From an optimization exercise on the open Yosys and OpenROAD flow, aimed at small area and a short achievable clock period; shortcuts taken in it are not production practice.
Function not checked in this run: the RTL went through the layout flow alone.
Power figures rest on the tool's default switching activity, not on a simulated workload.

==> flow/design.v <==
module RGB_to_Gray(input CLK, input [7:0] R, input [7:0] G, input [7:0] B, input In_Valid, output reg [7:0] Gray, output reg Out_Valid);
    reg [7:0] r, g, b; reg v0;
    always @(posedge CLK) begin r <= R; g <= G; b <= B; v0 <= In_Valid; end
    wire w8 = ({r[7], r[6], r[5], r[4], r[3], r[2], r[1], r[0]} >= 8'd2);
    wire w9 = ({r[7], r[6], r[5], r[4], r[3], r[2], r[1], r[0]} >= 8'd4);
    wire w10 = ({r[7], r[6], r[5], r[4], r[3], r[2], r[1], r[0]} >= 8'd7);
    wire w11 = ({r[7], r[6], r[5], r[4], r[3], r[2], r[1], r[0]} >= 8'd14);
    wire w12 = ({r[7], r[6], r[5], r[4], r[3], r[2], r[1], r[0]} >= 8'd27);
    wire w13 = ({r[7], r[6], r[5], r[4], r[3], r[2], r[1], r[0]} >= 8'd54);
    wire w14 = ({r[7], r[6], r[5], r[4], r[3], r[2], r[1], r[0]} >= 8'd108);
    wire w15 = ({r[7], r[6], r[5], r[4], r[3], r[2], r[1], r[0]} >= 8'd215);
    wire w24 = ({g[7], g[6], g[5], g[4], g[3], g[2], g[1], g[0]} >= 8'd2);
    wire w25 = ({g[7], g[6], g[5], g[4], g[3], g[2], g[1], g[0]} >= 8'd4);
    wire w26 = ({g[7], g[6], g[5], g[4], g[3], g[2], g[1], g[0]} >= 8'd7);
    wire w27 = ({g[7], g[6], g[5], g[4], g[3], g[2], g[1], g[0]} >= 8'd14);
    wire w28 = ({g[7], g[6], g[5], g[4], g[3], g[2], g[1], g[0]} >= 8'd28);
    wire w29 = ({g[7], g[6], g[5], g[4], g[3], g[2], g[1], g[0]} >= 8'd55);
    wire w30 = ({g[7], g[6], g[5], g[4], g[3], g[2], g[1], g[0]} >= 8'd110);
    wire w31 = ({g[7], g[6], g[5], g[4], g[3], g[2], g[1], g[0]} >= 8'd219);
    wire w41 = ({b[7], b[6], b[5], b[4], b[3], b[2], b[1], b[0]} >= 8'd3);
    wire w42 = ({b[7], b[6], b[5], b[4], b[3], b[2], b[1], b[0]} >= 8'd5);
    wire w43 = ({b[7], b[6], b[5], b[4], b[3], b[2], b[1], b[0]} >= 8'd9);
    wire w44 = ({b[7], b[6], b[5], b[4], b[3], b[2], b[1], b[0]} >= 8'd18);
    wire w45 = ({b[7], b[6], b[5], b[4], b[3], b[2], b[1], b[0]} >= 8'd36);
    wire w46 = ({b[7], b[6], b[5], b[4], b[3], b[2], b[1], b[0]} >= 8'd71);
    wire w47 = ({b[7], b[6], b[5], b[4], b[3], b[2], b[1], b[0]} >= 8'd141);
    wire w48_0, w48_1; ha u48 (r[2], r[1], w48_0, w48_1);
    wire w49_0, w49_1; fa u49 (r[3], r[2], r[1], w49_0, w49_1);
    wire w50_0, w50_1; fa u50 (r[4], r[3], r[2], w50_0, w50_1);
    wire w51_0, w51_1; fa u51 (r[5], r[4], r[3], w51_0, w51_1);
    wire w52_0, w52_1; fa u52 (r[6], r[5], r[4], w52_0, w52_1);
    wire w53_0, w53_1; fa u53 (r[7], r[6], r[5], w53_0, w53_1);
    wire w54_0, w54_1; ha u54 (r[1], r[0], w54_0, w54_1);
    wire w55_0, w55_1; fa u55 (r[0], w48_0, w11, w55_0, w55_1);
    wire w56_0, w56_1; fa u56 (w48_1, w12, w49_0, w56_0, w56_1);
    wire w57_0, w57_1; fa u57 (w49_1, w13, w50_0, w57_0, w57_1);
    wire w58_0, w58_1; fa u58 (w50_1, w14, w51_0, w58_0, w58_1);
    wire w59_0, w59_1; fa u59 (w51_1, w15, w52_0, w59_0, w59_1);
    wire w60_0, w60_1; fa u60 (r[0], w52_1, w53_0, w60_0, w60_1);
    wire w61_0, w61_1; ha u61 (r[0], w9, w61_0, w61_1);
    wire w62_0, w62_1; fa u62 (w54_0, w10, w61_1, w62_0, w62_1);
    wire w63_0, w63_1; fa u63 (w54_1, w55_0, w62_1, w63_0, w63_1);
    wire w64_0, w64_1; fa u64 (w55_1, w56_0, w63_1, w64_0, w64_1);
    wire w65_0, w65_1; fa u65 (w56_1, w57_0, w64_1, w65_0, w65_1);
    wire w66_0, w66_1; fa u66 (w57_1, w58_0, w65_1, w66_0, w66_1);
    wire w67_0, w67_1; fa u67 (w58_1, w59_0, w66_1, w67_0, w67_1);
    wire w68_0, w68_1; fa u68 (p59_1_1, p60_0_1, p67_1_1, w68_0, w68_1);
    wire w69_0, w69_1; ha u69 (g[4], g[0], w69_0, w69_1);
    wire w70_0, w70_1; fa u70 (g[5], g[1], w31, w70_0, w70_1);
    wire w71_0, w71_1; fa u71 (g[6], g[2], g[0], w71_0, w71_1);
    wire w72_0, w72_1; ha u72 (g[0], w26, w72_0, w72_1);
    wire w73_0, w73_1; fa u73 (g[1], w27, w72_1, w73_0, w73_1);
    wire w74_0, w74_1; fa u74 (g[2], w28, w73_1, w74_0, w74_1);
    wire w75_0, w75_1; fa u75 (g[3], w29, w74_1, w75_0, w75_1);
    wire w76_0, w76_1; fa u76 (w69_0, w30, w75_1, w76_0, w76_1);
    wire w77_0, w77_1; fa u77 (w69_1, w70_0, w76_1, w77_0, w77_1);
    wire w78_0, w78_1; fa u78 (w70_1, w71_0, w77_1, w78_0, w78_1);
    wire w79 = ~w8;
    wire w80 = w61_0 & w79;
    wire w81 = ~w24;
    wire w82 = w25 & w81;
    wire w83 = ~w9;
    wire w84 = w62_0 & w83;
    wire w85 = ~w25;
    wire w86 = w72_0 & w85;
    wire w87 = ~w10;
    wire w88 = w63_0 & w87;
    wire w89 = ~w26;
    wire w90 = w73_0 & w89;
    wire w91 = ~w11;
    wire w92 = w64_0 & w91;
    wire w93 = ~w27;
    wire w94 = w74_0 & w93;
    wire w95 = ~w12;
    wire w96 = w65_0 & w95;
    wire w97 = ~w28;
    wire w98 = w75_0 & w97;
    wire w99 = ~w13;
    wire w100 = w66_0 & w99;
    wire w101 = ~w29;
    wire w102 = w76_0 & w101;
    wire w103 = ~w14;
    wire w104 = w67_0 & w103;
    wire w105 = ~w30;
    wire w106 = w77_0 & w105;
    wire w107 = ~p15_0_1;
    wire w108 = w68_0 & w107;
    wire w109 = ~w31;
    wire w110 = w78_0 & w109;
    wire w111_0, w111_1; ha u111 (r[7], r[6], w111_0, w111_1);
    wire w112_0, w112_1; fa u112 (r[7], r[2], r[0], w112_0, w112_1);
    wire w113_0, w113_1; fa u113 (g[7], g[3], g[1], w113_0, w113_1);
    wire w114_0, w114_1; fa u114 (r[3], r[1], r[0], w114_0, w114_1);
    wire w115_0, w115_1; fa u115 (r[4], r[2], r[1], w115_0, w115_1);
    wire w116_0, w116_1; fa u116 (r[5], r[3], r[2], w116_0, w116_1);
    wire w117_0, w117_1; ha u117 (r[0], g[6], w117_0, w117_1);
    wire w118_0, w118_1; fa u118 (r[6], r[4], r[3], w118_0, w118_1);
    wire w119_0, w119_1; fa u119 (r[1], g[7], g[5], w119_0, w119_1);
    wire w120_0, w120_1; fa u120 (r[7], r[5], r[4], w120_0, w120_1);
    wire w121_0, w121_1; ha u121 (r[2], g[6], w121_0, w121_1);
    wire w122_0, w122_1; fa u122 (r[6], r[5], r[3], w122_0, w122_1);
    wire w123_0, w123_1; ha u123 (g[7], g[6], w123_0, w123_1);
    wire w124_0, w124_1; fa u124 (r[7], r[6], r[4], w124_0, w124_1);
    wire w125_0, w125_1; ha u125 (r[0], g[7], w125_0, w125_1);
    wire w126_0, w126_1; ha u126 (r[7], r[5], w126_0, w126_1);
    wire w127_0, w127_1; ha u127 (r[5], r[2], w127_0, w127_1);
    wire w128_0, w128_1; fa u128 (r[6], r[3], r[2], w128_0, w128_1);
    wire w129_0, w129_1; fa u129 (r[7], r[4], r[3], w129_0, w129_1);
    wire w130_0, w130_1; fa u130 (r[5], r[4], r[1], w130_0, w130_1);
    wire w131_0, w131_1; fa u131 (r[6], r[5], r[2], w131_0, w131_1);
    wire w132_0, w132_1; ha u132 (r[7], r[6], w132_0, w132_1);
    wire w133_0, w133_1; fa u133 (r[1], w111_0, w53_1, w133_0, w133_1);
    wire w134_0, w134_1; fa u134 (g[0], w111_1, w71_1, w134_0, w134_1);
    wire w135_0, w135_1; ha u135 (w112_0, w113_0, w135_0, w135_1);
    wire w136_0, w136_1; fa u136 (g[4], g[2], g[1], w136_0, w136_1);
    wire w137_0, w137_1; fa u137 (w112_1, w113_1, w114_0, w137_0, w137_1);
    wire w138_0, w138_1; fa u138 (g[5], g[3], g[2], w138_0, w138_1);
    wire w139_0, w139_1; fa u139 (g[0], w114_1, w115_0, w139_0, w139_1);
    wire w140_0, w140_1; fa u140 (g[4], g[3], g[1], w140_0, w140_1);
    wire w141_0, w141_1; fa u141 (w117_0, w115_1, w116_0, w141_0, w141_1);
    wire w142_0, w142_1; fa u142 (g[4], g[2], w117_1, w142_0, w142_1);
    wire w143_0, w143_1; fa u143 (w116_1, w118_0, w119_0, w143_0, w143_1);
    wire w144_0, w144_1; fa u144 (g[5], g[3], w121_0, w144_0, w144_1);
    wire w145_0, w145_1; fa u145 (w118_1, w119_1, w120_0, w145_0, w145_1);
    wire w146_0, w146_1; fa u146 (g[4], g[0], w121_1, w146_0, w146_1);
    wire w147_0, w147_1; fa u147 (w123_0, w120_1, w122_0, w147_0, w147_1);
    wire w148_0, w148_1; fa u148 (g[5], g[1], w123_1, w148_0, w148_1);
    wire w149_0, w149_1; fa u149 (w125_0, w122_1, w124_0, w149_0, w149_1);
    wire w150_0, w150_1; fa u150 (r[1], g[6], g[2], w150_0, w150_1);
    wire w151_0, w151_1; fa u151 (w125_1, w126_0, w124_1, w151_0, w151_1);
    wire w152_0, w152_1; fa u152 (r[6], r[2], g[7], w152_0, w152_1);
    wire w153_0, w153_1; fa u153 (g[3], g[0], w126_1, w153_0, w153_1);
    wire w154_0, w154_1; fa u154 (r[7], r[3], r[0], w154_0, w154_1);
    wire w155_0, w155_1; fa u155 (g[4], g[1], g[0], w155_0, w155_1);
    wire w156_0, w156_1; fa u156 (r[4], r[1], r[0], w156_0, w156_1);
    wire w157_0, w157_1; fa u157 (g[5], g[2], g[1], w157_0, w157_1);
    wire w158_0, w158_1; fa u158 (r[1], g[6], g[3], w158_0, w158_1);
    wire w159_0, w159_1; fa u159 (g[2], g[0], w127_0, w159_0, w159_1);
    wire w160_0, w160_1; fa u160 (g[7], g[4], g[3], w160_0, w160_1);
    wire w161_0, w161_1; fa u161 (g[1], w127_1, w128_0, w161_0, w161_1);
    wire w162_0, w162_1; fa u162 (r[0], g[5], g[4], w162_0, w162_1);
    wire w163_0, w163_1; fa u163 (g[2], w128_1, w129_0, w163_0, w163_1);
    wire w164_0, w164_1; fa u164 (g[6], g[5], g[3], w164_0, w164_1);
    wire w165_0, w165_1; fa u165 (g[0], w129_1, w130_0, w165_0, w165_1);
    wire w166_0, w166_1; fa u166 (g[7], g[6], g[4], w166_0, w166_1);
    wire w167_0, w167_1; fa u167 (g[1], w130_1, w131_0, w167_0, w167_1);
    wire w168_0, w168_1; fa u168 (r[3], g[7], g[5], w168_0, w168_1);
    wire w169_0, w169_1; fa u169 (g[2], w132_0, w131_1, w169_0, w169_1);
    wire w170_0, w170_1; fa u170 (r[7], r[4], g[6], w170_0, w170_1);
    wire w171_0, w171_1; ha u171 (g[3], w132_1, w171_0, w171_1);
    wire w172_0, w172_1; ha u172 (r[5], g[7], w172_0, w172_1);
    wire w173_0, w173_1; ha u173 (p133_0_1, p60_1_1, w173_0, w173_1);
    wire w174_0, w174_1; fa u174 (w133_1, w135_0, w134_0, w174_0, w174_1);
    wire w175_0, w175_1; fa u175 (w136_0, w135_1, w134_1, w175_0, w175_1);
    wire w176_0, w176_1; fa u176 (w136_1, w138_0, w137_1, w176_0, w176_1);
    wire w177_0, w177_1; fa u177 (w138_1, w140_0, w139_1, w177_0, w177_1);
    wire w178_0, w178_1; fa u178 (w140_1, w142_0, w141_1, w178_0, w178_1);
    wire w179_0, w179_1; fa u179 (w142_1, w144_0, w143_1, w179_0, w179_1);
    wire w180_0, w180_1; fa u180 (w144_1, w146_0, w145_1, w180_0, w180_1);
    wire w181_0, w181_1; fa u181 (w146_1, w148_0, w147_1, w181_0, w181_1);
    wire w182_0, w182_1; fa u182 (w150_0, w148_1, w149_1, w182_0, w182_1);
    wire w183_0, w183_1; fa u183 (w150_1, w152_0, w153_0, w183_0, w183_1);
    wire w184_0, w184_1; fa u184 (w152_1, w154_0, w155_0, w184_0, w184_1);
    wire w185_0, w185_1; fa u185 (w154_1, w155_1, w156_0, w185_0, w185_1);
    wire w186_0, w186_1; fa u186 (w156_1, w157_1, w158_0, w186_0, w186_1);
    wire w187_0, w187_1; fa u187 (w158_1, w160_0, w159_1, w187_0, w187_1);
    wire w188_0, w188_1; fa u188 (w160_1, w162_0, w161_1, w188_0, w188_1);
    wire w189_0, w189_1; fa u189 (w162_1, w164_0, w163_1, w189_0, w189_1);
    wire w190_0, w190_1; fa u190 (w164_1, w166_0, w165_1, w190_0, w190_1);
    wire w191_0, w191_1; fa u191 (w166_1, w168_0, w167_1, w191_0, w191_1);
    wire w192_0, w192_1; fa u192 (w168_1, w170_0, w171_0, w192_0, w192_1);
    wire w193_0, w193_1; fa u193 (g[4], w172_0, w170_1, w193_0, w193_1);
    wire w194_0, w194_1; ha u194 (r[6], g[5], w194_0, w194_1);
    wire w195_0, w195_1; ha u195 (w173_0, p110_0_1, w195_0, w195_1);
    wire w196_0, w196_1; fa u196 (w173_1, p174_0_1, p78_1_1, w196_0, w196_1);
    wire w197_0, w197_1; fa u197 (w137_0, w174_1, w175_0, w197_0, w197_1);
    wire w198_0, w198_1; fa u198 (w139_0, w175_1, w176_0, w198_0, w198_1);
    wire w199_0, w199_1; fa u199 (w141_0, w176_1, w177_0, w199_0, w199_1);
    wire w200_0, w200_1; fa u200 (w143_0, w177_1, w178_0, w200_0, w200_1);
    wire w201_0, w201_1; fa u201 (w145_0, w178_1, w179_0, w201_0, w201_1);
    wire w202_0, w202_1; fa u202 (w147_0, w179_1, w180_0, w202_0, w202_1);
    wire w203_0, w203_1; fa u203 (w149_0, w180_1, w181_0, w203_0, w203_1);
    wire w204_0, w204_1; fa u204 (w151_0, w181_1, w182_0, w204_0, w204_1);
    wire w205_0, w205_1; fa u205 (w151_1, w183_0, w182_1, w205_0, w205_1);
    wire w206_0, w206_1; fa u206 (w153_1, w184_0, w183_1, w206_0, w206_1);
    wire w207_0, w207_1; fa u207 (w157_0, w184_1, w185_0, w207_0, w207_1);
    wire w208_0, w208_1; fa u208 (w159_0, w185_1, w186_0, w208_0, w208_1);
    wire w209_0, w209_1; fa u209 (w186_1, w161_0, w187_0, w209_0, w209_1);
    wire w210_0, w210_1; fa u210 (w163_0, w187_1, w188_0, w210_0, w210_1);
    wire w211_0, w211_1; fa u211 (w165_0, w188_1, w189_0, w211_0, w211_1);
    wire w212_0, w212_1; fa u212 (w167_0, w189_1, w190_0, w212_0, w212_1);
    wire w213_0, w213_1; fa u213 (w169_0, w190_1, w191_0, w213_0, w213_1);
    wire w214_0, w214_1; fa u214 (w169_1, w192_0, w191_1, w214_0, w214_1);
    wire w215_0, w215_1; fa u215 (w171_1, w193_0, w192_1, w215_0, w215_1);
    wire w216_0, w216_1; fa u216 (w172_1, w194_0, w193_1, w216_0, w216_1);
    wire w217_0, w217_1; fa u217 (r[7], g[6], w194_1, w217_0, w217_1);
    wire w219 = w205_1 & w206_0;
    wire w220 = w206_1 | w207_0;
    wire w221 = w206_1 & w207_0;
    wire w222 = w207_1 | w208_0;
    wire w223 = w207_1 & w208_0;
    wire w224 = w208_1 | w209_0;
    wire w225 = w208_1 & w209_0;
    wire w226 = w209_1 | w210_0;
    wire w227 = w209_1 & w210_0;
    wire w228 = w210_1 | w211_0;
    wire w229 = w210_1 & w211_0;
    wire w230 = w211_1 | w212_0;
    wire w231 = w211_1 & w212_0;
    wire w232 = w212_1 | w213_0;
    wire w233 = w212_1 & w213_0;
    wire w234 = w213_1 | w214_0;
    wire w235 = w213_1 & w214_0;
    wire w236 = w214_1 | w215_0;
    wire w237 = w214_1 & w215_0;
    wire w238 = w215_1 | w216_0;
    wire w239 = w215_1 & w216_0;
    wire w240 = w216_1 | w217_0;
    wire w241 = w216_1 & w217_0;
    wire w242 = w217_1 | g[7];
    wire w243 = w217_1 & g[7];
    wire w244 = w221 | (w220 & w219);
    wire w246 = w225 | (w224 & w223);
    wire w247 = w224 & w222;
    wire w248 = w229 | (w228 & w227);
    wire w249 = w228 & w226;
    wire w250 = w233 | (w232 & w231);
    wire w251 = w232 & w230;
    wire w252 = w237 | (w236 & w235);
    wire w253 = w236 & w234;
    wire w254 = w241 | (w240 & w239);
    wire w255 = w240 & w238;
    wire w258 = w246 | (w247 & w244);
    wire w260 = w231 | (w230 & w248);
    wire w261 = w230 & w249;
    wire w262 = w250 | (w251 & w248);
    wire w263 = w251 & w249;
    wire w264 = w239 | (w238 & w252);
    wire w265 = w238 & w253;
    wire w266 = w254 | (w255 & w252);
    wire w267 = w255 & w253;
    wire w268 = w227 | (w226 & w258);
    wire w270 = w248 | (w249 & w258);
    wire w272 = w260 | (w261 & w258);
    wire w274 = w262 | (w263 & w258);
    wire w276 = w243 | (w242 & w266);
    wire w277 = w242 & w267;
    wire w278 = w235 | (w234 & w274);
    wire w280 = w252 | (w253 & w274);
    wire w282 = w264 | (w265 & w274);
    wire w284 = w266 | (w267 & w274);
    wire w286 = w276 | (w277 & w274);
    wire w288 = |{w210_1, w211_1, w212_1, w213_1, w214_1, w215_1, w216_1, w217_1, w211_0, w212_0, w213_0, w214_0, w215_0, w216_0, w217_0, g[7], w268};
    wire w289 = |{w211_1, w212_1, w213_1, w214_1, w215_1, w216_1, w217_1, w212_0, w213_0, w214_0, w215_0, w216_0, w217_0, g[7], w270};
    wire w290 = |{w212_1, w213_1, w214_1, w215_1, w216_1, w217_1, w213_0, w214_0, w215_0, w216_0, w217_0, g[7], w272};
    wire w291 = |{w213_1, w214_1, w215_1, w216_1, w217_1, w214_0, w215_0, w216_0, w217_0, g[7], w274};
    wire w292 = |{w214_1, w215_1, w216_1, w217_1, w215_0, w216_0, w217_0, g[7], w278};
    wire w293 = |{w215_1, w216_1, w217_1, w216_0, w217_0, g[7], w280};
    wire w294 = |{w216_1, w217_1, w217_0, g[7], w282};
    wire w295 = |{w217_1, g[7], w284};
    wire w296 = |{w286};
    wire w297 = ~b[0];
    wire w298 = ~b[1];
    wire w299 = ~b[2];
    wire w300 = ~b[3];
    wire w301 = ~b[4];
    wire w302 = ~b[5];
    wire w303 = ~b[6];
    wire w304 = ~b[7];
    wire w305_0, w305_1; fa u305 (b[6], b[4], b[2], w305_0, w305_1);
    wire w306_0, w306_1; ha u306 (b[7], b[5], w306_0, w306_1);
    wire w307_0, w307_1; ha u307 (b[6], b[4], w307_0, w307_1);
    wire w308_0, w308_1; ha u308 (b[7], b[5], w308_0, w308_1);
    wire w309_0, w309_1; ha u309 (b[4], b[2], w309_0, w309_1);
    wire w310_0, w310_1; fa u310 (b[5], b[3], b[1], w310_0, w310_1);
    wire w311_0, w311_1; fa u311 (w297, w47, w305_0, w311_0, w311_1);
    wire w312_0, w312_1; fa u312 (b[3], w298, w306_0, w312_0, w312_1);
    wire w313_0, w313_1; fa u313 (b[0], w299, w306_1, w313_0, w313_1);
    wire w314_0, w314_1; fa u314 (b[1], w300, w307_1, w314_0, w314_1);
    wire w315_0, w315_1; fa u315 (b[6], b[2], w301, w315_0, w315_1);
    wire w316_0, w316_1; ha u316 (b[2], b[0], w316_0, w316_1);
    wire w317_0, w317_1; fa u317 (b[3], b[1], w44, w317_0, w317_1);
    wire w318_0, w318_1; fa u318 (b[0], w309_0, w45, w318_0, w318_1);
    wire w319_0, w319_1; fa u319 (w309_1, w46, w310_0, w319_0, w319_1);
    wire w320; xn u320 (w310_1, w311_0, w320);
    wire w321 = w310_1 | w311_0;
    wire w322_0, w322_1; fa u322 (w305_1, w312_0, w311_1, w322_0, w322_1);
    wire w323_0, w323_1; fa u323 (w307_0, w312_1, w313_0, w323_0, w323_1);
    wire w324_0, w324_1; fa u324 (w308_0, w313_1, w314_0, w324_0, w324_1);
    wire w325_0, w325_1; fa u325 (w308_1, w315_0, w314_1, w325_0, w325_1);
    wire w326_0, w326_1; ha u326 (b[0], w41, w326_0, w326_1);
    wire w327_0, w327_1; fa u327 (b[1], w42, w326_1, w327_0, w327_1);
    wire w328_0, w328_1; fa u328 (w316_0, w43, w327_1, w328_0, w328_1);
    wire w329_0, w329_1; fa u329 (w316_1, w317_0, w328_1, w329_0, w329_1);
    wire w330_0, w330_1; fa u330 (w317_1, w318_0, w329_1, w330_0, w330_1);
    wire w331_0, w331_1; fa u331 (w318_1, w319_0, w330_1, w331_0, w331_1);
    wire w332_0, w332_1; fa u332 (w319_1, w320, w331_1, w332_0, w332_1);
    wire w333_0, w333_1; fa u333 (p321_0_1, p322_0_1, p332_1_1, w333_0, w333_1);
    wire w334_0, w334_1; fa u334 (p322_1_1, p323_0_1, w333_1, w334_0, w334_1);
    wire w335_0, w335_1; fa u335 (p323_1_1, p324_0_1, w334_1, w335_0, w335_1);
    wire w336_0, w336_1; fa u336 (p324_1_1, p325_0_1, w335_1, w336_0, w336_1);
    wire w337 = ~w42;
    wire w338 = w328_0 & w337;
    wire w339 = w338 & w288;
    wire w340 = ~w339;
    wire w341 = ~w43;
    wire w342 = w329_0 & w341;
    wire w343 = w342 & w289;
    wire w344 = ~p343_0_1;
    wire w345 = ~w44;
    wire w346 = w330_0 & w345;
    wire w347 = w346 & w290;
    wire w348 = ~w347;
    wire w349 = ~w45;
    wire w350 = w331_0 & w349;
    wire w351 = w350 & w291;
    wire w352 = ~p351_0_1;
    wire w353 = ~w46;
    wire w354 = w332_0 & w353;
    wire w355 = p354_0_1 & p292_0_1;
    wire w356 = ~w355;
    wire w357 = ~w47;
    wire w358 = w333_0 & p357_0_1;
    wire w359 = w358 & p293_0_1;
    wire w360 = ~w359;
    wire w361 = w334_0 & p294_0_1;
    wire w362 = ~w361;
    wire w363 = w335_0 & p295_0_1;
    wire w364 = ~w363;
    wire w365 = w336_0 & p296_0_1;
    wire w366 = ~w365;
    wire w367_0, w367_1; fa u367 (b[7], b[3], w302, w367_0, w367_1);
    wire w368_0, w368_1; ha u368 (w297, w315_1, w368_0, w368_1);
    wire w369_0, w369_1; ha u369 (b[4], w303, w369_0, w369_1);
    wire w370_0, w370_1; ha u370 (b[7], b[5], w370_0, w370_1);
    wire w371_0, w371_1; ha u371 (b[6], b[1], w371_0, w371_1);
    wire w372_0, w372_1; ha u372 (b[7], b[2], w372_0, w372_1);
    wire w373_0, w373_1; fa u373 (w367_0, w368_0, w325_1, w373_0, w373_1);
    wire w374_0, w374_1; fa u374 (w298, w369_0, w367_1, w374_0, w374_1);
    wire w375_0, w375_1; ha u375 (w368_1, w197_0, w375_0, w375_1);
    wire w376_0, w376_1; fa u376 (b[5], w304, w299, w376_0, w376_1);
    wire w377_0, w377_1; fa u377 (w369_1, w197_1, w198_0, w377_0, w377_1);
    wire w378_0, w378_1; fa u378 (b[6], w300, w198_1, w378_0, w378_1);
    wire w379 = ~w199_0;
    wire w380_0, w380_1; fa u380 (b[7], w301, w297, w380_0, w380_1);
    wire w381_0, w381_1; ha u381 (w199_1, w200_0, w381_0, w381_1);
    wire w382_0, w382_1; fa u382 (w302, w298, w200_1, w382_0, w382_1);
    wire w383_0, w383_1; fa u383 (b[0], w303, w299, w383_0, w383_1);
    wire w384_0, w384_1; fa u384 (b[1], w304, w300, w384_0, w384_1);
    wire w385_0, w385_1; fa u385 (b[2], b[0], w301, w385_0, w385_1);
    wire w386_0, w386_1; ha u386 (w203_1, w204_0, w386_0, w386_1);
    wire w387_0, w387_1; fa u387 (b[3], b[1], w302, w387_0, w387_1);
    wire w388; xn u388 (w204_1, w205_0, w388);
    wire w389 = w204_1 | w205_0;
    wire w390_0, w390_1; fa u390 (b[4], b[2], w303, w390_0, w390_1);
    wire w391_0, w391_1; fa u391 (w297, w206_0, w205_1, w391_0, w391_1);
    wire w392_0, w392_1; fa u392 (b[5], b[3], w304, w392_0, w392_1);
    wire w393_0, w393_1; fa u393 (w298, w207_0, w206_1, w393_0, w393_1);
    wire w394_0, w394_1; fa u394 (b[6], b[4], w299, w394_0, w394_1);
    wire w395; xn u395 (w207_1, w208_0, w395);
    wire w396 = w207_1 | w208_0;
    wire w397_0, w397_1; fa u397 (b[0], w300, w370_0, w397_0, w397_1);
    wire w398; xn u398 (w208_1, w209_0, w398);
    wire w399 = w208_1 | w209_0;
    wire w400_0, w400_1; fa u400 (w301, w370_1, w371_0, w400_0, w400_1);
    wire w401; xn u401 (w209_1, w210_0, w401);
    wire w402 = w209_1 | w210_0;
    wire w403_0, w403_1; fa u403 (w302, w371_1, w372_0, w403_0, w403_1);
    wire w404; xn u404 (w210_1, w211_0, w404);
    wire w405 = w210_1 | w211_0;
    wire w406_0, w406_1; fa u406 (b[3], w303, w372_1, w406_0, w406_1);
    wire w407; xn u407 (w211_1, w212_0, w407);
    wire w408 = w211_1 | w212_0;
    wire w409_0, w409_1; fa u409 (b[4], w304, w212_1, w409_0, w409_1);
    wire w410 = ~w213_0;
    wire w411_0, w411_1; ha u411 (b[5], w213_1, w411_0, w411_1);
    wire w412_0, w412_1; ha u412 (b[6], w215_0, w412_0, w412_1);
    wire w413_0, w413_1; ha u413 (b[7], w216_0, w413_0, w413_1);
    wire w414_0, w414_1; ha u414 (w80, w338, w414_0, w414_1);
    wire w415_0, w415_1; fa u415 (w82, w84, w342, w415_0, w415_1);
    wire w416_0, w416_1; fa u416 (w86, w88, w346, w416_0, w416_1);
    wire w417_0, w417_1; fa u417 (w90, w92, w350, w417_0, w417_1);
    wire w418_0, w418_1; fa u418 (p94_0_1, p96_0_1, p354_0_1, w418_0, w418_1);
    wire w419_0, w419_1; fa u419 (p98_0_1, p100_0_1, w358, w419_0, w419_1);
    wire w420_0, w420_1; fa u420 (p102_0_1, p104_0_1, w334_0, w420_0, w420_1);
    wire w421_0, w421_1; fa u421 (p106_0_1, w108, w335_0, w421_0, w421_1);
    wire w422_0, w422_1; fa u422 (w68_1, w195_0, w336_0, w422_0, w422_1);
    wire w423_0, w423_1; fa u423 (p373_0_1, w196_0, w195_1, w423_0, w423_1);
    wire w424_0, w424_1; fa u424 (w374_0, w373_1, w375_0, w424_0, w424_1);
    wire w425_0, w425_1; fa u425 (w376_0, w374_1, w375_1, w425_0, w425_1);
    wire w426_0, w426_1; fa u426 (w376_1, w379, w377_1, w426_0, w426_1);
    wire w427_0, w427_1; fa u427 (w380_0, w199_0, w378_1, w427_0, w427_1);
    wire w428_0, w428_1; fa u428 (w380_1, w201_0, w381_1, w428_0, w428_1);
    wire w429_0, w429_1; fa u429 (w383_0, w201_1, w202_0, w429_0, w429_1);
    wire w430_0, w430_1; fa u430 (w383_1, w384_0, w202_1, w430_0, w430_1);
    wire w431_0, w431_1; fa u431 (w384_1, w385_0, w386_0, w431_0, w431_1);
    wire w432_0, w432_1; fa u432 (w385_1, w387_0, w388, w432_0, w432_1);
    wire w433_0, w433_1; fa u433 (w387_1, w390_0, w389, w433_0, w433_1);
    wire w434_0, w434_1; fa u434 (w390_1, w392_0, w393_0, w434_0, w434_1);
    wire w435_0, w435_1; fa u435 (w392_1, w394_0, w395, w435_0, w435_1);
    wire w436_0, w436_1; fa u436 (w394_1, w397_0, w396, w436_0, w436_1);
    wire w437_0, w437_1; fa u437 (w397_1, w400_0, w399, w437_0, w437_1);
    wire w438_0, w438_1; fa u438 (w400_1, w403_0, w402, w438_0, w438_1);
    wire w439_0, w439_1; fa u439 (w403_1, w406_0, w405, w439_0, w439_1);
    wire w440_0, w440_1; fa u440 (w406_1, w410, w408, w440_0, w440_1);
    wire w441_0, w441_1; fa u441 (w214_0, w213_0, w411_0, w441_0, w441_1);
    wire w442_0, w442_1; fa u442 (w214_1, w412_0, w411_1, w442_0, w442_1);
    wire w443_0, w443_1; fa u443 (w215_1, w413_0, w412_1, w443_0, w443_1);
    wire w444_0, w444_1; fa u444 (w217_0, w216_1, w413_1, w444_0, w444_1);
    wire w445_0, w445_1; ha u445 (g[7], w217_1, w445_0, w445_1);
    wire w446_0, w446_1; ha u446 (w414_0, w340, w446_0, w446_1);
    wire w447_0, w447_1; fa u447 (p414_1_1, p415_0_1, w344, w447_0, w447_1);
    wire w448_0, w448_1; fa u448 (p415_1_1, p416_0_1, p348_0_1, w448_0, w448_1);
    wire w449_0, w449_1; fa u449 (p416_1_1, w352, p417_0_1, w449_0, w449_1);
    wire w450_0, w450_1; fa u450 (p417_1_1, w356, w418_0, w450_0, w450_1);
    wire w451_0, w451_1; fa u451 (w418_1, w360, w419_0, w451_0, w451_1);
    wire w452_0, w452_1; fa u452 (w419_1, w362, w420_0, w452_0, w452_1);
    wire w453_0, w453_1; fa u453 (w420_1, w364, w421_0, w453_0, w453_1);
    wire w454_0, w454_1; fa u454 (w421_1, w366, w422_0, w454_0, w454_1);
    wire w455_0, w455_1; fa u455 (w423_0, w336_1, w422_1, w455_0, w455_1);
    wire w456_0, w456_1; fa u456 (p424_0_1, w196_1, w423_1, w456_0, w456_1);
    wire w457_0, w457_1; fa u457 (w377_0, w424_1, w425_0, w457_0, w457_1);
    wire w458_0, w458_1; fa u458 (w378_0, w425_1, w426_0, w458_0, w458_1);
    wire w459_0, w459_1; fa u459 (w381_0, w426_1, w427_0, w459_0, w459_1);
    wire w460_0, w460_1; fa u460 (w382_0, w427_1, w428_0, w460_0, w460_1);
    wire w461_0, w461_1; fa u461 (w382_1, w429_0, w428_1, w461_0, w461_1);
    wire w462_0, w462_1; fa u462 (w203_0, w429_1, w430_0, w462_0, w462_1);
    wire w463; xn u463 (w430_1, w431_0, w463);
    wire w464 = w430_1 | w431_0;
    wire w465_0, w465_1; fa u465 (w386_1, w432_0, w431_1, w465_0, w465_1);
    wire w466_0, w466_1; fa u466 (w391_0, w432_1, w433_0, w466_0, w466_1);
    wire w467_0, w467_1; fa u467 (w391_1, w433_1, w434_0, w467_0, w467_1);
    wire w468_0, w468_1; fa u468 (w393_1, w435_0, w434_1, w468_0, w468_1);
    wire w469_0, w469_1; fa u469 (w398, w435_1, w436_0, w469_0, w469_1);
    wire w470_0, w470_1; fa u470 (w436_1, w401, w437_0, w470_0, w470_1);
    wire w471_0, w471_1; fa u471 (w404, w437_1, w438_0, w471_0, w471_1);
    wire w472_0, w472_1; fa u472 (w407, w438_1, w439_0, w472_0, w472_1);
    wire w473_0, w473_1; fa u473 (w409_0, w439_1, w440_0, w473_0, w473_1);
    wire w474_0, w474_1; fa u474 (w409_1, w440_1, w441_0, w474_0, w474_1);
    wire w475; xn u475 (w441_1, w442_0, w475);
    wire w476 = w441_1 | w442_0;
    wire w477; xn u477 (w443_0, w442_1, w477);
    wire w478 = w443_0 | w442_1;
    wire w479; xn u479 (w444_0, w443_1, w479);
    wire w480 = w444_0 | w443_1;
    wire w481; xn u481 (w445_0, w444_1, w481);
    wire w482 = w445_0 | w444_1;
    wire w483 = ~w445_1;
    wire w484 = p446_1_1 | w447_0;
    wire w485 = p446_1_1 & w447_0;
    wire w486 = w447_1 | w448_0;
    wire w487 = w447_1 & w448_0;
    wire w488 = w448_1 | w449_0;
    wire w489 = w448_1 & w449_0;
    wire w490 = w449_1 | w450_0;
    wire w491 = w449_1 & w450_0;
    wire w492 = w450_1 | w451_0;
    wire w493 = w450_1 & w451_0;
    wire w494 = w451_1 | w452_0;
    wire w495 = w451_1 & w452_0;
    wire w496 = w452_1 | w453_0;
    wire w497 = w452_1 & w453_0;
    wire w498 = w453_1 | w454_0;
    wire w499 = w453_1 & w454_0;
    wire w500 = w454_1 | w455_0;
    wire w501 = w454_1 & w455_0;
    wire w502 = w455_1 | w456_0;
    wire w503 = w455_1 & w456_0;
    wire w504 = w456_1 | p457_0_1;
    wire w505 = w456_1 & p457_0_1;
    wire w506 = w457_1 | w458_0;
    wire w507 = w457_1 & w458_0;
    wire w508 = w458_1 | w459_0;
    wire w509 = w458_1 & w459_0;
    wire w510 = w459_1 | w460_0;
    wire w511 = w459_1 & w460_0;
    wire w512 = w460_1 | w461_0;
    wire w513 = w460_1 & w461_0;
    wire w514 = w461_1 | w462_0;
    wire w515 = w461_1 & w462_0;
    wire w516 = w462_1 | w463;
    wire w517 = w462_1 & w463;
    wire w518 = w464 | w465_0;
    wire w519 = w464 & w465_0;
    wire w520 = w465_1 | w466_0;
    wire w521 = w465_1 & w466_0;
    wire w522 = w466_1 | w467_0;
    wire w523 = w466_1 & w467_0;
    wire w524 = w467_1 | w468_0;
    wire w525 = w467_1 & w468_0;
    wire w526 = w468_1 | w469_0;
    wire w527 = w468_1 & w469_0;
    wire w528 = w469_1 | w470_0;
    wire w529 = w469_1 & w470_0;
    wire w530 = w470_1 | w471_0;
    wire w531 = w470_1 & w471_0;
    wire w532_0, w532_1; ha u532 (w471_1, w472_0, w532_0, w532_1);
    wire w533_0, w533_1; ha u533 (w472_1, w473_0, w533_0, w533_1);
    wire w534_0, w534_1; ha u534 (p473_1_1, p474_0_1, w534_0, w534_1);
    wire w535_0, w535_1; ha u535 (w474_1, w475, w535_0, w535_1);
    wire w536_0, w536_1; ha u536 (w476, w477, w536_0, w536_1);
    wire w537_0, w537_1; ha u537 (w478, w479, w537_0, w537_1);
    wire w538_0, w538_1; ha u538 (w480, w481, w538_0, w538_1);
    wire w539_0, w539_1; ha u539 (w482, w483, w539_0, w539_1);
    wire w540 = w531 | (w530 & w529);
    wire w541 = w530 & w528;
    wire w542 = w527 | (w526 & w525);
    wire w543 = w526 & w524;
    wire w544 = p540_0_1 | (p541_0_1 & p542_0_1);
    wire w545 = p541_0_1 & p543_0_1;
    wire w546 = w523 | (w522 & w521);
    wire w547 = w522 & w520;
    wire w548 = w546 | (w547 & w519);
    wire w549 = w547 & w518;
    wire w550 = w544 | (w545 & p548_0_1);
    wire w551 = w545 & p549_0_1;
    wire w552 = w517 | (w516 & w515);
    wire w553 = w516 & w514;
    wire w554 = w552 | (w553 & w513);
    wire w555 = w553 & w512;
    wire w556 = w511 | (w510 & w509);
    wire w557 = w510 & w508;
    wire w558 = p556_0_1 | (p557_0_1 & p507_0_1);
    wire w559 = w557 & w506;
    wire w560 = p554_0_1 | (p555_0_1 & w558);
    wire w561 = p555_0_1 & p559_0_1;
    wire w562 = w550 | (w551 & w560);
    wire w563 = w551 & w561;
    wire w564 = w505 | (w504 & w503);
    wire w565 = w504 & w502;
    wire w566 = w564 | (w565 & w501);
    wire w567 = w565 & w500;
    wire w568 = w499 | (w498 & w497);
    wire w569 = w498 & w496;
    wire w570 = w568 | (w569 & w495);
    wire w571 = w569 & w494;
    wire w572 = w566 | (w567 & w570);
    wire w573 = w567 & w571;
    wire w574 = w493 | (w492 & w491);
    wire w575 = w492 & w490;
    wire w576 = w574 | (w575 & w489);
    wire w577 = w575 & w488;
    wire w578 = w487 | (w486 & w485);
    wire w579 = w486 & w484;
    wire w580 = w578 | (w579 & p446_0_1);
    wire w581 = w576 | (w577 & w580);
    wire w583 = w572 | (w573 & w581);
    wire w585 = p562_0_1 | (p563_0_1 & p583_0_1);
    wire w587 = p533_1_1 | (p533_0_1 & p532_1_1);
    wire w588 = p533_0_2 & p532_0_2;
    wire w589 = p535_1_1 | (p535_0_1 & w534_1);
    wire w590 = p535_0_2 & p534_0_1;
    wire w591 = w537_1 | (w537_0 & w536_1);
    wire w592 = p537_0_2 & p536_0_2;
    wire w595 = p534_1_1 | (p534_0_1 & p587_0_1);
    wire w596 = p534_0_1 & w588;
    wire w597 = p589_0_1 | (w590 & p587_0_1);
    wire w598 = w590 & w588;
    wire w599 = w538_1 | (w538_0 & w591);
    wire w600 = p538_0_2 & w592;
    wire w603 = p536_1_2 | (p536_0_2 & w597);
    wire w604 = p536_0_2 & w598;
    wire w605 = p591_0_2 | (w592 & w597);
    wire w606 = w592 & w598;
    wire w607 = p599_0_2 | (w600 & w597);
    wire w608 = w600 & w598;
    wire w611 = p532_1_2 | (p532_0_2 & w585);
    wire w612 = p587_0_1 | (w588 & w585);
    wire w613 = w595 | (w596 & w585);
    wire w614 = w597 | (w598 & w585);
    wire w615 = w603 | (w604 & w585);
    wire w616 = w605 | (w606 & w585);
    wire w617 = w607 | (w608 & w585);
    wire w619; xr u619 (p532_0_2, w585, w619);
    wire w620; xr u620 (p533_0_2, w611, w620);
    wire w621; xr u621 (p534_0_1, w612, w621);
    wire w622; xr u622 (p535_0_2, w613, w622);
    wire w623; xr u623 (p536_0_2, w614, w623);
    wire w624; xr u624 (p537_0_2, w615, w624);
    wire w625; xr u625 (p538_0_2, w616, w625);
    wire w626; xr u626 (p539_0_2, w617, w626);
    reg p15_0_1;
    reg p59_1_1;
    reg p60_0_1;
    reg p67_1_1;
    reg p133_0_1;
    reg p60_1_1;
    reg p110_0_1;
    reg p174_0_1;
    reg p78_1_1;
    reg p321_0_1;
    reg p322_0_1;
    reg p332_1_1;
    reg p322_1_1;
    reg p323_0_1;
    reg p323_1_1;
    reg p324_0_1;
    reg p324_1_1;
    reg p325_0_1;
    reg p343_0_1;
    reg p351_0_1;
    reg p354_0_1;
    reg p292_0_1;
    reg p357_0_1;
    reg p293_0_1;
    reg p294_0_1;
    reg p295_0_1;
    reg p296_0_1;
    reg p94_0_1;
    reg p96_0_1;
    reg p98_0_1;
    reg p100_0_1;
    reg p102_0_1;
    reg p104_0_1;
    reg p106_0_1;
    reg p373_0_1;
    reg p414_1_1;
    reg p415_0_1;
    reg p415_1_1;
    reg p416_0_1;
    reg p348_0_1;
    reg p416_1_1;
    reg p417_0_1;
    reg p417_1_1;
    reg p424_0_1;
    reg p446_1_1;
    reg p457_0_1;
    reg p473_1_1;
    reg p474_0_1;
    reg p540_0_1;
    reg p541_0_1;
    reg p542_0_1;
    reg p543_0_1;
    reg p548_0_1;
    reg p549_0_1;
    reg p556_0_1;
    reg p557_0_1;
    reg p507_0_1;
    reg p554_0_1;
    reg p555_0_1;
    reg p559_0_1;
    reg p446_0_1;
    reg p562_0_1;
    reg p563_0_1;
    reg p583_0_1;
    reg p533_1_1;
    reg p533_0_1;
    reg p533_0_2;
    reg p532_1_1;
    reg p532_1_2;
    reg p532_0_1;
    reg p532_0_2;
    reg p535_1_1;
    reg p535_0_1;
    reg p535_0_2;
    reg p534_1_1;
    reg p534_0_1;
    reg p537_0_1;
    reg p537_0_2;
    reg p536_1_1;
    reg p536_1_2;
    reg p536_0_1;
    reg p536_0_2;
    reg p587_0_1;
    reg p589_0_1;
    reg p538_0_1;
    reg p538_0_2;
    reg p591_0_1;
    reg p591_0_2;
    reg p599_0_1;
    reg p599_0_2;
    reg p539_0_1;
    reg p539_0_2;
    always @(posedge CLK) begin
        p15_0_1 <= w15;
        p59_1_1 <= w59_1;
        p60_0_1 <= w60_0;
        p67_1_1 <= w67_1;
        p133_0_1 <= w133_0;
        p60_1_1 <= w60_1;
        p110_0_1 <= w110;
        p174_0_1 <= w174_0;
        p78_1_1 <= w78_1;
        p321_0_1 <= w321;
        p322_0_1 <= w322_0;
        p332_1_1 <= w332_1;
        p322_1_1 <= w322_1;
        p323_0_1 <= w323_0;
        p323_1_1 <= w323_1;
        p324_0_1 <= w324_0;
        p324_1_1 <= w324_1;
        p325_0_1 <= w325_0;
        p343_0_1 <= w343;
        p351_0_1 <= w351;
        p354_0_1 <= w354;
        p292_0_1 <= w292;
        p357_0_1 <= w357;
        p293_0_1 <= w293;
        p294_0_1 <= w294;
        p295_0_1 <= w295;
        p296_0_1 <= w296;
        p94_0_1 <= w94;
        p96_0_1 <= w96;
        p98_0_1 <= w98;
        p100_0_1 <= w100;
        p102_0_1 <= w102;
        p104_0_1 <= w104;
        p106_0_1 <= w106;
        p373_0_1 <= w373_0;
        p414_1_1 <= w414_1;
        p415_0_1 <= w415_0;
        p415_1_1 <= w415_1;
        p416_0_1 <= w416_0;
        p348_0_1 <= w348;
        p416_1_1 <= w416_1;
        p417_0_1 <= w417_0;
        p417_1_1 <= w417_1;
        p424_0_1 <= w424_0;
        p446_1_1 <= w446_1;
        p457_0_1 <= w457_0;
        p473_1_1 <= w473_1;
        p474_0_1 <= w474_0;
        p540_0_1 <= w540;
        p541_0_1 <= w541;
        p542_0_1 <= w542;
        p543_0_1 <= w543;
        p548_0_1 <= w548;
        p549_0_1 <= w549;
        p556_0_1 <= w556;
        p557_0_1 <= w557;
        p507_0_1 <= w507;
        p554_0_1 <= w554;
        p555_0_1 <= w555;
        p559_0_1 <= w559;
        p446_0_1 <= w446_0;
        p562_0_1 <= w562;
        p563_0_1 <= w563;
        p583_0_1 <= w583;
        p533_1_1 <= w533_1;
        p533_0_1 <= w533_0;
        p533_0_2 <= p533_0_1;
        p532_1_1 <= w532_1;
        p532_1_2 <= p532_1_1;
        p532_0_1 <= w532_0;
        p532_0_2 <= p532_0_1;
        p535_1_1 <= w535_1;
        p535_0_1 <= w535_0;
        p535_0_2 <= p535_0_1;
        p534_1_1 <= w534_1;
        p534_0_1 <= w534_0;
        p537_0_1 <= w537_0;
        p537_0_2 <= p537_0_1;
        p536_1_1 <= w536_1;
        p536_1_2 <= p536_1_1;
        p536_0_1 <= w536_0;
        p536_0_2 <= p536_0_1;
        p587_0_1 <= w587;
        p589_0_1 <= w589;
        p538_0_1 <= w538_0;
        p538_0_2 <= p538_0_1;
        p591_0_1 <= w591;
        p591_0_2 <= p591_0_1;
        p599_0_1 <= w599;
        p599_0_2 <= p599_0_1;
        p539_0_1 <= w539_0;
        p539_0_2 <= p539_0_1;
    end
    reg v1; always @(posedge CLK) v1 <= v0;
    reg v2; always @(posedge CLK) v2 <= v1;
    always @(posedge CLK) begin Gray <= {w626, w625, w624, w623, w622, w621, w620, w619}; Out_Valid <= v2; end
endmodule
module fa(input a, input b, input c, output s, output co);
    assign s = a ^ b ^ c;
    assign co = (a & b) | (a & c) | (b & c);
endmodule
module ha(input a, input b, output s, output co);
    assign s = a ^ b;
    assign co = a & b;
endmodule
module xr(input a, input b, output y);
    assign y = a ^ b;
endmodule
module xn(input a, input b, output y);
    assign y = ~(a ^ b);
endmodule
module ao(input g1, input p1, input g0, output y);
    assign y = g1 | (p1 & g0);
endmodule
module an2(input a, input b, output y);
    assign y = a & b;
endmodule
module or2(input a, input b, output y);
    assign y = a | b;
endmodule
==> flow/flow/run.sh <==
#!/bin/bash
# Standard ORFS layout with the standard synthesis unchanged. Port buffers are
# sky130_fd_sc_hd__buf_2, and timing repair is asked to reach a setup slack of
# 11.95 ns at the design's own clock period and constraints.
set -euo pipefail
export SETUP_SLACK_MARGIN=11.95
export BUFFER_PORTS_ARGS="-buffer_cell sky130_fd_sc_hd__buf_2"
bash standard.sh synth > synth.log 2>&1
bash standard.sh > layout.log 2>&1
==> flow/standard.sh <==
#!/bin/bash
# synth_recipe.tcl (not shown) runs the flow's synth.tcl, then flattens the netlist and writes it again
# the make line also repeats each setting of config.mk as NAME=value (left out here)
make -C /OpenROAD-flow-scripts/flow DESIGN_CONFIG=/design/flow/config.mk WORK_HOME=/design/flow/orfs CLKGATE_MAP_FILE= SYNTH_SCRIPT=/design/flow/synth_recipe.tcl "${@:-finish}"
==> flow/config.mk <==
export PLATFORM = sky130hd
export DESIGN_NAME = RGB_to_Gray
export DESIGN_NICKNAME = RGB_to_Gray
export VERILOG_FILES = /design/flow/design.v
export SDC_FILE = /design/flow/constraint.sdc
export NUM_CORES = 8
export LEC_CHECK = 0
export CAP_MARGIN = 20
export CORE_MARGIN = 2
export CORE_UTILIZATION = 60
export CTS_BUF_LIST = sky130_fd_sc_hd__clkbuf_8
export PLACE_DENSITY = 0.75
export SLEW_MARGIN = 20
export SYNTH_HIERARCHICAL = 1
export SYNTH_MINIMUM_KEEP_SIZE = 0
==> flow/constraint.sdc <==
create_clock -name core_clock -period 16.0 [get_ports {CLK}]
set_input_delay 3.2000 -clock core_clock [delete_from_list [all_inputs] [get_ports {CLK}]]
set_output_delay 3.2000 -clock core_clock [all_outputs]
set_load 0.01 [all_outputs]
==> impl_metrics.ini <==
[status]
outcome = complete, no violations

[worst_setup_path]
cp-end-kind = flip-flop
crit_top_cell = fa_2
cp.required_ps = 16330
path_buf_inv = 0
path_cells = fa_1, fa_2, fa_2, fa_2, ha_4, fa_2, fa_1, o21a_1, maj3_2, maj3_2
path_max_fanout = 8
crit_family = adder cells
arrival_ps = 4470
rr_startpoint = r[7]
cp-start-kind = flip-flop
setup.worst_path.start = r[7]
critPathKind = reg2reg
critical_path.slowest_cell = fa_2
max_stage_delay_ps = 550

[yosys]
synth.cell_area_um2 = 9150
synth.avg_cell_area_um2 = 13.97
synth_seq_area_share_pct = 28.00
ys_seq_elements = 128
synth_edf_count = 0
yosysWarnings = 7
synth_area_leaders = fa_1 (48%), dfxtp_1 (28%), ha_1 (6.4%)
synthesis.nets = 949
yosys.area.top_type = fa_1
synth.distinct_cells = 44
synth_top_area_share_pct = 48.35
synthCells = 655
synthFlopType = dfxtp_1
ys_async_sr_fraction_pct = 0

[clock_tree]
clock_latency_ps = 440
cts_sinks = 128
h-tree-depth = 4
cts_made_buffers = 17
cts-root-buf = clkbuf_8
cts_tree = done
path_clk_slew_ps = 70
clock_path_buffers = 2

[place]
hpwlAfterDp_mm = 15.34
place_ws_ps = 11550
place_congestion = 0.9042
port_buffers = 34

[pwr]
intPower_w = 0.001229
pwr-share-comb_pct = 63.9
switching_share_pct = 41.31
power_frac_clock_pct = 13.1
power_density_nw_per_um2 = 197.1
p_seq_share_pct = 23.0
p_leak_nw = 4.266
vdd_drop_max_v = 0.0001726
switching_power_w = 0.0008651
power_w = 0.002094

[global_route]
antenna_found_initial = 0
grt_pass1_vias = 6410
grt_pass1_wl_mm = 32.51
grt_usage_pct = 27.13
globalRouteOverflowTotal = 0
grt_max_degree = 17

[drt]
drt_first_pass_iters = 4
viasPerCell = 5.927
antenna_left = 0
drcViolationCount = 0
detail_route.wirelength_mm = 20.16
vias = 5631
drt_iter0_markers = 333
wl_per_cell_um = 21.22

[cells_and_area]
diodes = 0
final_util_pct = 70.68
nets = 1044
syn2layout_area_growth_pct = 16.12
drive_gt1_share_pct = 29.27

[timing]
worst_slew_pin_slew_ps = 550.7
rsz0062_at_grt = yes
skew_ps = 9.097
final.min_clock_period_ps = 4148
relSlewSlack_pct = 63.21
finalSetupViolCount = 0
timing.fmax_mhz = 241.1
finalHoldViolCount = 0
period_share_pct = 25.93
setup-tns-final_ps = 0
finalWorstSetupSlack_ps = 11850
drv_slew = 0

[floorplanning]
core_um2 = 15030
io_pins = 35
die_area_um2 = 16250
die_h_um = 127.5
start_util_pct = 60.87
row_count = 45
die_w_um = 127.5

[run]
cap_viol_max_count = 0

[min_path]
hold_class = reg2reg
hp-start = p538_0_1
cell usage in the layout, fill, tap and decap left out, types with 9 or more instances in the layout:
cell | netlist | routed
fa_1 | 221 | 178
dfxtp_1 | 128 | 104
ha_1 | 47 | 46
fa_2 | 0 | 43
buf_4 | 0 | 37
buf_2 | 0 | 33
nor2_1 | 30 | 27
nand2_1 | 27 | 26
inv_1 | 24 | 20
dfxtp_4 | 0 | 20
clkbuf_8 | 0 | 19
a21oi_1 | 18 | 17
or2_2 | 16 | 13
maj3_1 | 14 | 12
a21o_1 | 11 | 11
xnor2_1 | 12 | 11
a31oi_1 | 11 | 10
and3_1 | 10 | 9
modules after synthesis (local to each module, per instance):
module	cells	area, µm²	flip-flops and latches
xn	1	8.758	0
ha	1	12.51	0
RGB_to_Gray	367	3963	128
fa	1	20.02	0
xr	1	8.758	0
cell families after synthesis:
logic type                 Yosys count  synth area share [%]
buffers and inverters               24                0.9846
DFF                                128                 28.00
other                                1               0.04098
adders and majority gates          282                 56.31
xor gates and xnor gates            20                 1.914
and+or+nand+nor                    118                 6.619
AOI/OAI and AO/OA                   82                 6.126
state kept, by name (all words and copies together) (netlist names), 8 cells and up:
register and cells:
Gray 8, b 8, g 8, r 8
power groups by stage:
stage	logic (W)	clock network [W]	registers, W
floorplan	0.000908	0	0.000487
detailed placement	0.00122	0	0.000498
CTS	0.00129	0.000281	0.000485
finish	0.00134	0.000274	0.000482
global placement	0.00116	0	0.000493
global route	0.00150	0.000294	0.000492
path summary, 6_finish.rpt:
check,depth (start not counted),to,slack [ps]
worst min-delay path,0,p538_0_2,330
worst max-delay path,10,p548_0_1,11850
worst min register to register,0,p538_0_2,330
worst max register to register,10,p548_0_1,11850
cell type report:
class                      count  area, µm²
clock buffer                  19      261.5
fill                         966       4408
timing repair buffer          76      523.0
tap                          188      235.2
inverter                      24      102.6
sequential                   128       2643
multi-input combinational    503       6728
clock inverter                12      132.6
through the flow:
stage               instances  hold slack (ps)  area [µm²]
floorplan                 655            309.6        9189
global placement          878            309.8        9602
detailed placement        878            312.1        9602
CTS                       939            329.3       10430
global route              950            339.2       10630
finish                    950            327.6       10630
routing by layer:
metal | GRT usage [%] | up-vias | wire, µm
met5 | 0 | - | 0
met4 | 13.06 | 0 | 975
met3 | 6.575 | 65 | 1221
met2 | 46.68 | 257 | 10530
met1 | 32.25 | 2924 | 7440
li1 | - | 2385 | -
cell usage after synthesis (6+ instances only):
library cell	count
a21oi_1	18
dfxtp_1	128
fa_1	221
nor3_1	7
ha_1	47
xnor2_1	12
nand3_1	6
maj3_1	14
xor2_1	8
o21ai_0	8
nor2_1	30
a21o_1	11
a31oi_1	11
inv_1	24
and3_1	10
nand2_1	27
or2_2	16
and2_1	6
timing repair:
item / 4_1_cts / 5_1_grt
gates resized for setup: 67 / 34
hold endpoints to repair: 0 / 0
pin swaps: 12 / 19
buffers inserted: 30 / 11
hold buffers: 0 / 0
setup endpoints to repair: 38 / 33

==> afterwards: timing with drivers on the ports <==
In the flow no input, the clock included, has a driving cell. The finished layout below was timed again as built, in two steps. Step 1 (the two cells are an assumption about what drives the block):
set clk [get_ports {CLK}]
set_driving_cell -lib_cell sky130_fd_sc_hd__clkbuf_16 $clk
set_driving_cell -lib_cell sky130_fd_sc_hd__buf_2 [delete_from_list [all_inputs] $clk]
Step 2 adds t to the input delays and takes it off the output delays; t is the mean of the earliest and latest rising clock arrival at the registers after step 1. Input paths then give back, and output paths get back, about the clock's delay inside the block. Slacks: ideal / step 1 / step 2; pairs: ideal / step 1.
shift t [ns]: 0.471
slack for setup (ns): 11.852 / 11.852 / 11.852
worst setup path after step 2: register to register
slew at the worst register clock pin (ns): 0.08 / 0.08
worst slew at a driven data input, ns: 0.04
After both steps this run still meets setup and hold. For this run, drivers alone change the setup slack by 0.000 ns; drivers and shift together by 0.000 ns.
